From an optimization exercise on the open Yosys and OpenROAD flow, aimed at small area and a short achievable clock period; shortcuts taken in it are not production practice.

==> job 6562 <==
==> flow/design.v <==
module sqrt_16s (
    input         clk,
    input  [15:0] data_i,
    input         vld_i,
    output [15:0] data_o,
    output        vld_o
);
    wire [2:0] a1 = {data_i[15:14]};
    wire [2:0] b1 = 2'b01;
    wire [2:0] d1 = a1 - b1;
    wire [0:0] q1 = ~d1[2];
    wire [1:0] r1 = d1[2] ? a1[1:0] : d1[1:0];
    wire [13:0] x1 = data_i[13:0];
    reg         q_r1;
    always @(posedge clk) q_r1 <= q1;
    reg  [1:0] r_r1;
    always @(posedge clk) r_r1 <= r1;
    reg  [13:0] x_r1;
    always @(posedge clk) x_r1 <= x1;
    reg         v_r1;
    always @(posedge clk) v_r1 <= vld_i;
    wire [3:0] a2 = {r_r1, x_r1[13:12]};
    wire [3:0] b2 = {q_r1, 2'b01};
    wire [3:0] d2 = a2 - b2;
    wire [1:0] q2 = {q_r1, ~d2[3]};
    wire [2:0] r2 = d2[3] ? a2[2:0] : d2[2:0];
    wire [11:0] x2 = x_r1[11:0];
    reg  [1:0] q_r2;
    always @(posedge clk) q_r2 <= q2;
    reg  [2:0] r_r2;
    always @(posedge clk) r_r2 <= r2;
    reg  [11:0] x_r2;
    always @(posedge clk) x_r2 <= x2;
    reg         v_r2;
    always @(posedge clk) v_r2 <= v_r1;
    wire [4:0] a3 = {r_r2, x_r2[11:10]};
    wire [4:0] b3 = {q_r2, 2'b01};
    wire [4:0] d3 = a3 - b3;
    wire [2:0] q3 = {q_r2, ~d3[4]};
    wire [3:0] r3 = d3[4] ? a3[3:0] : d3[3:0];
    wire [9:0] x3 = x_r2[9:0];
    reg  [2:0] q_r3;
    always @(posedge clk) q_r3 <= q3;
    reg  [3:0] r_r3;
    always @(posedge clk) r_r3 <= r3;
    reg  [9:0] x_r3;
    always @(posedge clk) x_r3 <= x3;
    reg         v_r3;
    always @(posedge clk) v_r3 <= v_r2;
    wire [5:0] a4 = {r_r3, x_r3[9:8]};
    wire [5:0] b4 = {q_r3, 2'b01};
    wire [5:0] d4 = a4 - b4;
    wire [3:0] q4 = {q_r3, ~d4[5]};
    wire [4:0] r4 = d4[5] ? a4[4:0] : d4[4:0];
    wire [7:0] x4 = x_r3[7:0];
    reg  [3:0] q_r4;
    always @(posedge clk) q_r4 <= q4;
    reg  [4:0] r_r4;
    always @(posedge clk) r_r4 <= r4;
    reg  [7:0] x_r4;
    always @(posedge clk) x_r4 <= x4;
    reg         v_r4;
    always @(posedge clk) v_r4 <= v_r3;
    wire [6:0] a5 = {r_r4, x_r4[7:6]};
    wire [6:0] b5 = {q_r4, 2'b01};
    wire [6:0] d5 = a5 - b5;
    wire [4:0] q5 = {q_r4, ~d5[6]};
    wire [5:0] r5 = d5[6] ? a5[5:0] : d5[5:0];
    wire [5:0] x5 = x_r4[5:0];
    reg  [4:0] q_r5;
    always @(posedge clk) q_r5 <= q5;
    reg  [5:0] r_r5;
    always @(posedge clk) r_r5 <= r5;
    reg  [5:0] x_r5;
    always @(posedge clk) x_r5 <= x5;
    reg         v_r5;
    always @(posedge clk) v_r5 <= v_r4;
    wire [7:0] a6 = {r_r5, x_r5[5:4]};
    wire [7:0] b6 = {q_r5, 2'b01};
    wire [7:0] d6 = a6 - b6;
    wire [5:0] q6 = {q_r5, ~d6[7]};
    wire [6:0] r6 = d6[7] ? a6[6:0] : d6[6:0];
    wire [3:0] x6 = x_r5[3:0];
    reg  [5:0] q_r6;
    always @(posedge clk) q_r6 <= q6;
    reg  [6:0] r_r6;
    always @(posedge clk) r_r6 <= r6;
    reg  [3:0] x_r6;
    always @(posedge clk) x_r6 <= x6;
    reg         v_r6;
    always @(posedge clk) v_r6 <= v_r5;
    wire [8:0] a7 = {r_r6, x_r6[3:2]};
    wire [8:0] b7 = {q_r6, 2'b01};
    wire [8:0] d7 = a7 - b7;
    wire [6:0] q7 = {q_r6, ~d7[8]};
    wire [7:0] r7 = d7[8] ? a7[7:0] : d7[7:0];
    wire [1:0] x7 = x_r6[1:0];
    reg  [6:0] q_r7;
    always @(posedge clk) q_r7 <= q7;
    reg  [7:0] r_r7;
    always @(posedge clk) r_r7 <= r7;
    reg  [1:0] x_r7;
    always @(posedge clk) x_r7 <= x7;
    reg         v_r7;
    always @(posedge clk) v_r7 <= v_r6;
    wire [9:0] a8 = {r_r7, x_r7[1:0]};
    wire [9:0] b8 = {q_r7, 2'b01};
    wire [9:0] d8 = a8 - b8;
    wire [7:0] q8 = {q_r7, ~d8[9]};
    wire [8:0] r8 = d8[9] ? a8[8:0] : d8[8:0];
    reg  [7:0] q_r8;
    always @(posedge clk) q_r8 <= q8;
    reg  [8:0] r_r8;
    always @(posedge clk) r_r8 <= r8;
    reg         v_r8;
    always @(posedge clk) v_r8 <= v_r7;
    wire [10:0] a9 = {r_r8, 2'b00};
    wire [10:0] b9 = {q_r8, 2'b01};
    wire [10:0] d9 = a9 - b9;
    wire [8:0] q9 = {q_r8, ~d9[10]};
    wire [9:0] r9 = d9[10] ? a9[9:0] : d9[9:0];
    reg  [8:0] q_r9;
    always @(posedge clk) q_r9 <= q9;
    reg  [9:0] r_r9;
    always @(posedge clk) r_r9 <= r9;
    reg         v_r9;
    always @(posedge clk) v_r9 <= v_r8;
    wire [11:0] a10 = {r_r9, 2'b00};
    wire [11:0] b10 = {q_r9, 2'b01};
    wire [11:0] d10 = a10 - b10;
    wire [9:0] q10 = {q_r9, ~d10[11]};
    wire [10:0] r10 = d10[11] ? a10[10:0] : d10[10:0];
    reg  [9:0] q_r10;
    always @(posedge clk) q_r10 <= q10;
    reg  [10:0] r_r10;
    always @(posedge clk) r_r10 <= r10;
    reg         v_r10;
    always @(posedge clk) v_r10 <= v_r9;
    wire [12:0] a11 = {r_r10, 2'b00};
    wire [12:0] b11 = {q_r10, 2'b01};
    wire [12:0] d11 = a11 - b11;
    wire [10:0] q11 = {q_r10, ~d11[12]};
    wire [11:0] r11 = d11[12] ? a11[11:0] : d11[11:0];
    reg  [10:0] q_r11;
    always @(posedge clk) q_r11 <= q11;
    reg  [11:0] r_r11;
    always @(posedge clk) r_r11 <= r11;
    reg         v_r11;
    always @(posedge clk) v_r11 <= v_r10;
    wire [13:0] a12 = {r_r11, 2'b00};
    wire [13:0] b12 = {q_r11, 2'b01};
    wire [13:0] d12 = a12 - b12;
    wire [11:0] q12 = {q_r11, ~d12[13]};
    wire [12:0] r12 = d12[13] ? a12[12:0] : d12[12:0];
    reg  [11:0] q_r12;
    always @(posedge clk) q_r12 <= q12;
    reg  [12:0] r_r12;
    always @(posedge clk) r_r12 <= r12;
    reg         v_r12;
    always @(posedge clk) v_r12 <= v_r11;
    wire [14:0] a13 = {r_r12, 2'b00};
    wire [14:0] b13 = {q_r12, 2'b01};
    wire [14:0] d13 = a13 - b13;
    wire [12:0] q13 = {q_r12, ~d13[14]};
    wire [13:0] r13 = d13[14] ? a13[13:0] : d13[13:0];
    reg  [12:0] q_r13;
    always @(posedge clk) q_r13 <= q13;
    reg  [13:0] r_r13;
    always @(posedge clk) r_r13 <= r13;
    reg         v_r13;
    always @(posedge clk) v_r13 <= v_r12;
    wire [15:0] a14 = {r_r13, 2'b00};
    wire [15:0] b14 = {q_r13, 2'b01};
    wire [15:0] d14 = a14 - b14;
    wire [13:0] q14 = {q_r13, ~d14[15]};
    wire [14:0] r14 = d14[15] ? a14[14:0] : d14[14:0];
    reg  [13:0] q_r14;
    always @(posedge clk) q_r14 <= q14;
    reg  [14:0] r_r14;
    always @(posedge clk) r_r14 <= r14;
    reg         v_r14;
    always @(posedge clk) v_r14 <= v_r13;
    wire [16:0] a15 = {r_r14, 2'b00};
    wire [16:0] b15 = {q_r14, 2'b01};
    wire [16:0] d15 = a15 - b15;
    wire [14:0] q15 = {q_r14, ~d15[16]};
    wire [15:0] r15 = d15[16] ? a15[15:0] : d15[15:0];
    reg  [14:0] q_r15;
    always @(posedge clk) q_r15 <= q15;
    reg  [15:0] r_r15;
    always @(posedge clk) r_r15 <= r15;
    reg         v_r15;
    always @(posedge clk) v_r15 <= v_r14;
    wire [17:0] a16 = {r_r15, 2'b00};
    wire [17:0] b16 = {q_r15, 2'b01};
    wire [17:0] d16 = a16 - b16;
    wire [15:0] q16 = {q_r15, ~d16[17]};
    reg  [15:0] q_r16;
    always @(posedge clk) q_r16 <= q16;
    reg         v_r16;
    always @(posedge clk) v_r16 <= v_r15;
    assign data_o = q_r16;
    assign vld_o  = v_r16;
endmodule
==> flow/run.sh <==
#!/bin/bash
# synth_recipe.tcl (not shown) runs the flow's synth.tcl, then flattens the netlist and writes it again
# the make line also repeats each setting of config.mk as NAME=value (left out here)
make -C /OpenROAD-flow-scripts/flow DESIGN_CONFIG=/design/flow/config.mk WORK_HOME=/design/flow/orfs CLKGATE_MAP_FILE= SYNTH_SCRIPT=/design/flow/synth_recipe.tcl finish
==> flow/config.mk <==
export PLATFORM = sky130hd
export DESIGN_NAME = sqrt_16s
export DESIGN_NICKNAME = sqrt_16s
export VERILOG_FILES = /design/flow/design.v
export SDC_FILE = /design/flow/constraint.sdc
export NUM_CORES = 4
export LEC_CHECK = 0
export ABC_AREA = 1
export CAP_MARGIN = 20
export CORE_MARGIN = 2
export CORE_UTILIZATION = 40
export SETUP_SLACK_MARGIN = 1.6
export SLEW_MARGIN = 20
==> flow/constraint.sdc <==
create_clock -name core_clock -period 3.0 [get_ports {clk}]
set_input_delay 0.6000 -clock core_clock [delete_from_list [all_inputs] [get_ports {clk}]]
set_output_delay 0.6000 -clock core_clock [all_outputs]
set_load 0.01 [all_outputs]
==> job 420: changes against job 6562 <==
SETUP_SLACK_MARGIN = default   (was 1.6)
==> job 9039: changes against job 6562 <==
==> flow/design.v, changed modules only <==
module sqrt_16s (
    input         clk,
    input  [15:0] data_i,
    input         vld_i,
    output [15:0] data_o,
    output        vld_o
);
    wire [2:0] a1 = {data_i[15:14]};
    wire [2:0] b1 = 2'b01;
    wire [2:0] d1 = a1 - b1;
    wire [0:0] q1 = ~d1[2];
    wire [1:0] r1 = d1[2] ? a1[1:0] : d1[1:0];
    wire [13:0] x1 = data_i[13:0];
    wire [3:0] a2 = {r1, x1[13:12]};
    wire [3:0] b2 = {q1, 2'b01};
    wire [3:0] d2 = a2 - b2;
    wire [1:0] q2 = {q1, ~d2[3]};
    wire [2:0] r2 = d2[3] ? a2[2:0] : d2[2:0];
    wire [11:0] x2 = x1[11:0];
    wire [4:0] a3 = {r2, x2[11:10]};
    wire [4:0] b3 = {q2, 2'b01};
    wire [4:0] d3 = a3 - b3;
    wire [2:0] q3 = {q2, ~d3[4]};
    wire [3:0] r3 = d3[4] ? a3[3:0] : d3[3:0];
    wire [9:0] x3 = x2[9:0];
    reg  [2:0] q_r3;
    always @(posedge clk) q_r3 <= q3;
    reg  [3:0] r_r3;
    always @(posedge clk) r_r3 <= r3;
    reg  [9:0] x_r3;
    always @(posedge clk) x_r3 <= x3;
    reg         v_r3;
    always @(posedge clk) v_r3 <= vld_i;
    wire [5:0] a4 = {r_r3, x_r3[9:8]};
    wire [5:0] b4 = {q_r3, 2'b01};
    wire [5:0] d4 = a4 - b4;
    wire [3:0] q4 = {q_r3, ~d4[5]};
    wire [4:0] r4 = d4[5] ? a4[4:0] : d4[4:0];
    wire [7:0] x4 = x_r3[7:0];
    wire [6:0] a5 = {r4, x4[7:6]};
    wire [6:0] b5 = {q4, 2'b01};
    wire [6:0] d5 = a5 - b5;
    wire [4:0] q5 = {q4, ~d5[6]};
    wire [5:0] r5 = d5[6] ? a5[5:0] : d5[5:0];
    wire [5:0] x5 = x4[5:0];
    wire [7:0] a6 = {r5, x5[5:4]};
    wire [7:0] b6 = {q5, 2'b01};
    wire [7:0] d6 = a6 - b6;
    wire [5:0] q6 = {q5, ~d6[7]};
    wire [6:0] r6 = d6[7] ? a6[6:0] : d6[6:0];
    wire [3:0] x6 = x5[3:0];
    reg  [5:0] q_r6;
    always @(posedge clk) q_r6 <= q6;
    reg  [6:0] r_r6;
    always @(posedge clk) r_r6 <= r6;
    reg  [3:0] x_r6;
    always @(posedge clk) x_r6 <= x6;
    reg         v_r6;
    always @(posedge clk) v_r6 <= v_r3;
    wire [8:0] a7 = {r_r6, x_r6[3:2]};
    wire [8:0] b7 = {q_r6, 2'b01};
    wire [8:0] d7 = a7 - b7;
    wire [6:0] q7 = {q_r6, ~d7[8]};
    wire [7:0] r7 = d7[8] ? a7[7:0] : d7[7:0];
    wire [1:0] x7 = x_r6[1:0];
    wire [9:0] a8 = {r7, x7[1:0]};
    wire [9:0] b8 = {q7, 2'b01};
    wire [9:0] d8 = a8 - b8;
    wire [7:0] q8 = {q7, ~d8[9]};
    wire [8:0] r8 = d8[9] ? a8[8:0] : d8[8:0];
    wire [10:0] a9 = {r8, 2'b00};
    wire [10:0] b9 = {q8, 2'b01};
    wire [10:0] d9 = a9 - b9;
    wire [8:0] q9 = {q8, ~d9[10]};
    wire [9:0] r9 = d9[10] ? a9[9:0] : d9[9:0];
    reg  [8:0] q_r9;
    always @(posedge clk) q_r9 <= q9;
    reg  [9:0] r_r9;
    always @(posedge clk) r_r9 <= r9;
    reg         v_r9;
    always @(posedge clk) v_r9 <= v_r6;
    wire [11:0] a10 = {r_r9, 2'b00};
    wire [11:0] b10 = {q_r9, 2'b01};
    wire [11:0] d10 = a10 - b10;
    wire [9:0] q10 = {q_r9, ~d10[11]};
    wire [10:0] r10 = d10[11] ? a10[10:0] : d10[10:0];
    wire [12:0] a11 = {r10, 2'b00};
    wire [12:0] b11 = {q10, 2'b01};
    wire [12:0] d11 = a11 - b11;
    wire [10:0] q11 = {q10, ~d11[12]};
    wire [11:0] r11 = d11[12] ? a11[11:0] : d11[11:0];
    wire [13:0] a12 = {r11, 2'b00};
    wire [13:0] b12 = {q11, 2'b01};
    wire [13:0] d12 = a12 - b12;
    wire [11:0] q12 = {q11, ~d12[13]};
    wire [12:0] r12 = d12[13] ? a12[12:0] : d12[12:0];
    reg  [11:0] q_r12;
    always @(posedge clk) q_r12 <= q12;
    reg  [12:0] r_r12;
    always @(posedge clk) r_r12 <= r12;
    reg         v_r12;
    always @(posedge clk) v_r12 <= v_r9;
    wire [14:0] a13 = {r_r12, 2'b00};
    wire [14:0] b13 = {q_r12, 2'b01};
    wire [14:0] d13 = a13 - b13;
    wire [12:0] q13 = {q_r12, ~d13[14]};
    wire [13:0] r13 = d13[14] ? a13[13:0] : d13[13:0];
    wire [15:0] a14 = {r13, 2'b00};
    wire [15:0] b14 = {q13, 2'b01};
    wire [15:0] d14 = a14 - b14;
    wire [13:0] q14 = {q13, ~d14[15]};
    wire [14:0] r14 = d14[15] ? a14[14:0] : d14[14:0];
    reg  [13:0] q_r14;
    always @(posedge clk) q_r14 <= q14;
    reg  [14:0] r_r14;
    always @(posedge clk) r_r14 <= r14;
    reg         v_r14;
    always @(posedge clk) v_r14 <= v_r12;
    wire [16:0] a15 = {r_r14, 2'b00};
    wire [16:0] b15 = {q_r14, 2'b01};
    wire [16:0] d15 = a15 - b15;
    wire [14:0] q15 = {q_r14, ~d15[16]};
    wire [15:0] r15 = d15[16] ? a15[15:0] : d15[15:0];
    wire [17:0] a16 = {r15, 2'b00};
    wire [17:0] b16 = {q15, 2'b01};
    wire [17:0] d16 = a16 - b16;
    wire [15:0] q16 = {q15, ~d16[17]};
    reg  [15:0] q_r16;
    always @(posedge clk) q_r16 <= q16;
    reg         v_r16;
    always @(posedge clk) v_r16 <= v_r14;
    assign data_o = q_r16;
    assign vld_o  = v_r16;
endmodule
ABC_AREA = default   (was 1)
SETUP_SLACK_MARGIN = default   (was 1.6)
==> flow_metrics.tcl <==
set metrics [dict create \
    outcome "complete, but fails checks" \
    check.faults "negative setup slack" \
    setup_viol 50 \
    place_area_um2 12400 \
    clkbuf_count 22 \
    required_ns 3.31 \
    cts_inserted_buffers 17 \
    r2r-end "r_r12[12]$_DFF_P_" \
    dieArea_um2 23000 \
    clkCellAreaFrac 0.0442 \
    fin_ws_ns -2.41 \
    nets 1520 \
]
That was job 9039.
==> flow_metrics.tcl <==
set metrics [dict create \
    outcome "no timing/DRC/antenna violations" \
    fin_ws_ns 0.612 \
    required_ns 3.47 \
    clkCellAreaFrac 0.0711 \
    place_area_um2 15700 \
    r2r-end "r_r11[8]$_DFF_P_" \
    nets 2101 \
    setup_viol 0 \
]
That was job 420.
==> flow_metrics.tcl <==
set metrics [dict create \
    fin_ws_ns 1.12 \
    r2r-end "r_r13[7]$_DFF_P_" \
    required_ns 3.49 \
    viasPerCell 4.82 \
    nets 2274 \
    outcome "no timing/DRC/antenna violations" \
    clkCellAreaFrac 0.0570 \
    seqCellArea_um2 6920 \
    place_area_um2 16700 \
    clkbuf_count 57 \
]
That was job 6562.
No run of this note included a check of the RTL's function; only the layout flow was run.

port drivers added, routing unchanged:
No port has a modelled driver above. Below, the same layouts with a new extraction and two added sets of constraints. Step 1: set_driving_cell puts a clkbuf_16 on clk and a buf_2 on each other input, an assumption about the parent block. Step 2, shift: input delay + t, output delay - t, t = (earliest + latest rising clock arrival at the registers) / 2. This alone moves slack from input paths to output paths. Three values: no drivers, after step 1, after step 2; two values: the first two.
run | t (ns) | setup WS [ns] | worst setup path after step 2
job 6562 | 0.603 | 1.118 / 1.118 / 1.118 | register to register
job 420 | 0.576 | 0.612 / 0.612 / 0.612 | register to register
job 9039 | 0.468 | -2.411 / -2.411 / -2.411 | register to register
